Context: an optimization exercise on an open-source flow, tuned for small area. The choices shown serve that exercise and are no tape-out recipe. The RTL was checked by simulation tests, not by an equivalence proof against the original design. Power and IR drop assume default switching activity.

== the baseline ==
## Core
module Core#
(
    parameter RST_INST_ADDR = 32'h0
)(
    input  logic        clk,
    input  logic        rst_n,
    output logic [31:0] inst_bus_addr,
    output logic        inst_bus_valid,
    input  logic [31:0] inst_bus_data,
    output logic [31:0] data_rbus_addr,
    output logic        data_rbus_valid,
    input  logic [31:0] data_rbus_data,
    output logic [31:0] data_wbus_addr,
    output logic [31:0] data_wbus_data,
    output logic [3:0]  data_wbus_strb,
    output logic        data_wbus_valid
);
For scale: about 5,100 cells after synthesis, roughly 200 I/O pins.
export LEC_CHECK = 0
export CAP_MARGIN = 5
export CELL_PAD_IN_SITES_DETAIL_PLACEMENT = 1
export CELL_PAD_IN_SITES_GLOBAL_PLACEMENT = 1
export CORE_MARGIN = 2
export CORE_UTILIZATION = 50
export CTS_BUF_LIST = sky130_fd_sc_hd__clkbuf_16
export CTS_CLUSTER_DIAMETER = 90
export CTS_CLUSTER_SIZE = 26
export PLACE_DENSITY = 0.55
export SLEW_MARGIN = 5
export SYNTH_HIERARCHICAL = 1
export SYNTH_MINIMUM_KEEP_SIZE = 0
create_clock -name core_clock -period 20.0 [get_ports {clk}]
standard.sh (not shown) runs the stock make flow with config.mk's settings and CLKGATE_MAP_FILE= SYNTH_SCRIPT=/design/flow/synth_recipe.tcl, a recipe that flattens the netlist after the stock synthesis.
==> flow/flow/run.sh <==
#!/bin/bash
# Standard ORFS layout with three changes: combinational cells start at their
# smallest size after floorplan (repair sizes them up where needed), ports
# are buffered with buf_1, and CTS inserts no dummy loads.
set -euo pipefail
W=$PWD
bash standard.sh \
  POST_FLOORPLAN_TCL="$W/flow/downsize.tcl" \
  BUFFER_PORTS_ARGS="-buffer_cell sky130_fd_sc_hd__buf_1" \
  CTS_ARGS="-sink_clustering_enable -repair_clock_nets -dont_use_dummy_load -buf_list sky130_fd_sc_hd__clkbuf_16 -sink_clustering_size 26 -sink_clustering_max_diameter 90" \
  finish > "$W/standard_flow.log" 2>&1
==> flow/flow/downsize.tcl <==
# Put every combinational cell at the smallest drive strength of its
# function; the later repair steps size up whatever timing or slew needs.
set dont_use_pat {*probe* *lpflow* *clkdlybuf* *dlygate* *dlymetal*}
set by_base [dict create]
foreach lib [[ord::get_db] getLibs] {
  foreach cell [$lib getMasters] {
    set name [$cell getName]
    if {[regexp {^(sky130_fd_sc_hd__[a-z0-9]+)_([0-9]+)$} $name -> base sz]} {
      dict lappend by_base $base $name
    }
  }
}
set block [ord::get_db_block]
set db [ord::get_db]
set changed 0
foreach inst [$block getInsts] {
  set m [$inst getMaster]
  set name [$m getName]
  if {![regexp {^(sky130_fd_sc_hd__[a-z0-9]+)_([0-9]+)$} $name -> base sz]} { continue }
  if {[regexp {df|dl|tap|fill|decap|conb|clkbuf|clkinv|diode} $base]} { continue }
  if {![dict exists $by_base $base]} { continue }
  set best $name
  set best_area [expr {[$m getWidth] * [$m getHeight]}]
  foreach cand [dict get $by_base $base] {
    set skip 0
    foreach p $dont_use_pat { if {[string match $p $cand]} { set skip 1 } }
    if {$skip} { continue }
    set cm [$db findMaster $cand]
    if {$cm == "NULL"} { continue }
    set a [expr {[$cm getWidth] * [$cm getHeight]}]
    if {$a < $best_area} { set best $cand; set best_area $a }
  }
  if {$best ne $name} {
    replace_cell [$inst getName] $best
    incr changed
  }
}
puts "downsize: $changed cells changed"
The baseline | status: complete | timing, DRC, antenna: pass
#### Input delta (the candidate over the baseline)
# the baseline
export LEC_CHECK = 0
export CAP_MARGIN = 5
export CELL_PAD_IN_SITES_DETAIL_PLACEMENT = 1
export CELL_PAD_IN_SITES_GLOBAL_PLACEMENT = 1
export CORE_MARGIN = 2
export CORE_UTILIZATION = 50
export CTS_BUF_LIST = sky130_fd_sc_hd__clkbuf_16
export CTS_CLUSTER_DIAMETER = 90
export CTS_CLUSTER_SIZE = 26
export PLACE_DENSITY = 0.55
export SLEW_MARGIN = 5
export SYNTH_HIERARCHICAL = 1
export SYNTH_MINIMUM_KEEP_SIZE = 0
create_clock -name core_clock -period 20.0 [get_ports {clk}]
# the candidate
export LEC_CHECK = 0
export CAP_MARGIN = 10
export CELL_PAD_IN_SITES_DETAIL_PLACEMENT = 1
export CELL_PAD_IN_SITES_GLOBAL_PLACEMENT = 1
export CORE_MARGIN = 2
export CORE_UTILIZATION = 45
export CTS_BUF_LIST = sky130_fd_sc_hd__clkbuf_16
export CTS_CLUSTER_DIAMETER = 85
export CTS_CLUSTER_SIZE = 24
export PLACE_DENSITY = 0.55
export SLEW_MARGIN = 10
export SYNTH_HIERARCHICAL = 1
export SYNTH_MINIMUM_KEEP_SIZE = 0
create_clock -name core_clock -period 20.0 [get_ports {clk}]
--- a/flow/flow/run.sh
+++ b/flow/flow/run.sh
@@ -10 +10 @@
-  CTS_ARGS="-sink_clustering_enable -repair_clock_nets -dont_use_dummy_load -buf_list sky130_fd_sc_hd__clkbuf_16 -sink_clustering_size 26 -sink_clustering_max_diameter 90" \
+  CTS_ARGS="-sink_clustering_enable -repair_clock_nets -dont_use_dummy_load -buf_list sky130_fd_sc_hd__clkbuf_16 -sink_clustering_size 24 -sink_clustering_max_diameter 85" \
## What came out
The candidate has final period demand of the worst path above what the baseline had. Against the baseline, the candidate reports a layout cell share with drive strength beyond 1 that is higher. Delta (the candidate minus the baseline): leakage component of the power now larger; global-route wire length before repair now larger; final layout net count comparable; overall routed net length now larger; combined global-route utilization of all metal layers now smaller. First-iteration DRC count (the candidate vs. the baseline) decreases by a little under 10%. The final critical-path share of the clock period of the candidate exceeds that of the baseline by 3.4 points. Final area | the candidate above the baseline. | upper clock frequency limit | the candidate vs the baseline | about 3.5% lower |.

[separate check: timing with driven ports]
How much do the figures lean on ideal ports? The routed layouts below were timed once more, with nothing changed but the port constraints.
Step 1 (the two cells are an assumption about what drives the block):
set clk [get_ports {clk}]
set_driving_cell -lib_cell sky130_fd_sc_hd__clkbuf_16 $clk
set_driving_cell -lib_cell sky130_fd_sc_hd__buf_2 [delete_from_list [all_inputs] $clk]
Step 2 times the ports against the registers' clock, not the clock port: input delays grow and output delays shrink by t, the midpoint of the rising clock arrivals with the driver on.
Three values: no drivers, after step 1, after step 2; two values: the first two.
| run | t (ns) | setup slack, ns | cell pins on the clock port's net |
|---|---|---|---|
| the baseline | 0.775 | 1.280 / 1.255 / 1.255 | 1 |
| the candidate | 0.752 | 0.597 / 0.551 / 0.551 | 1 |
After both steps every run listed still meets setup and hold. For the candidate, which loses most, drivers alone change the setup slack by -0.046 ns; drivers and shift together by -0.046 ns.
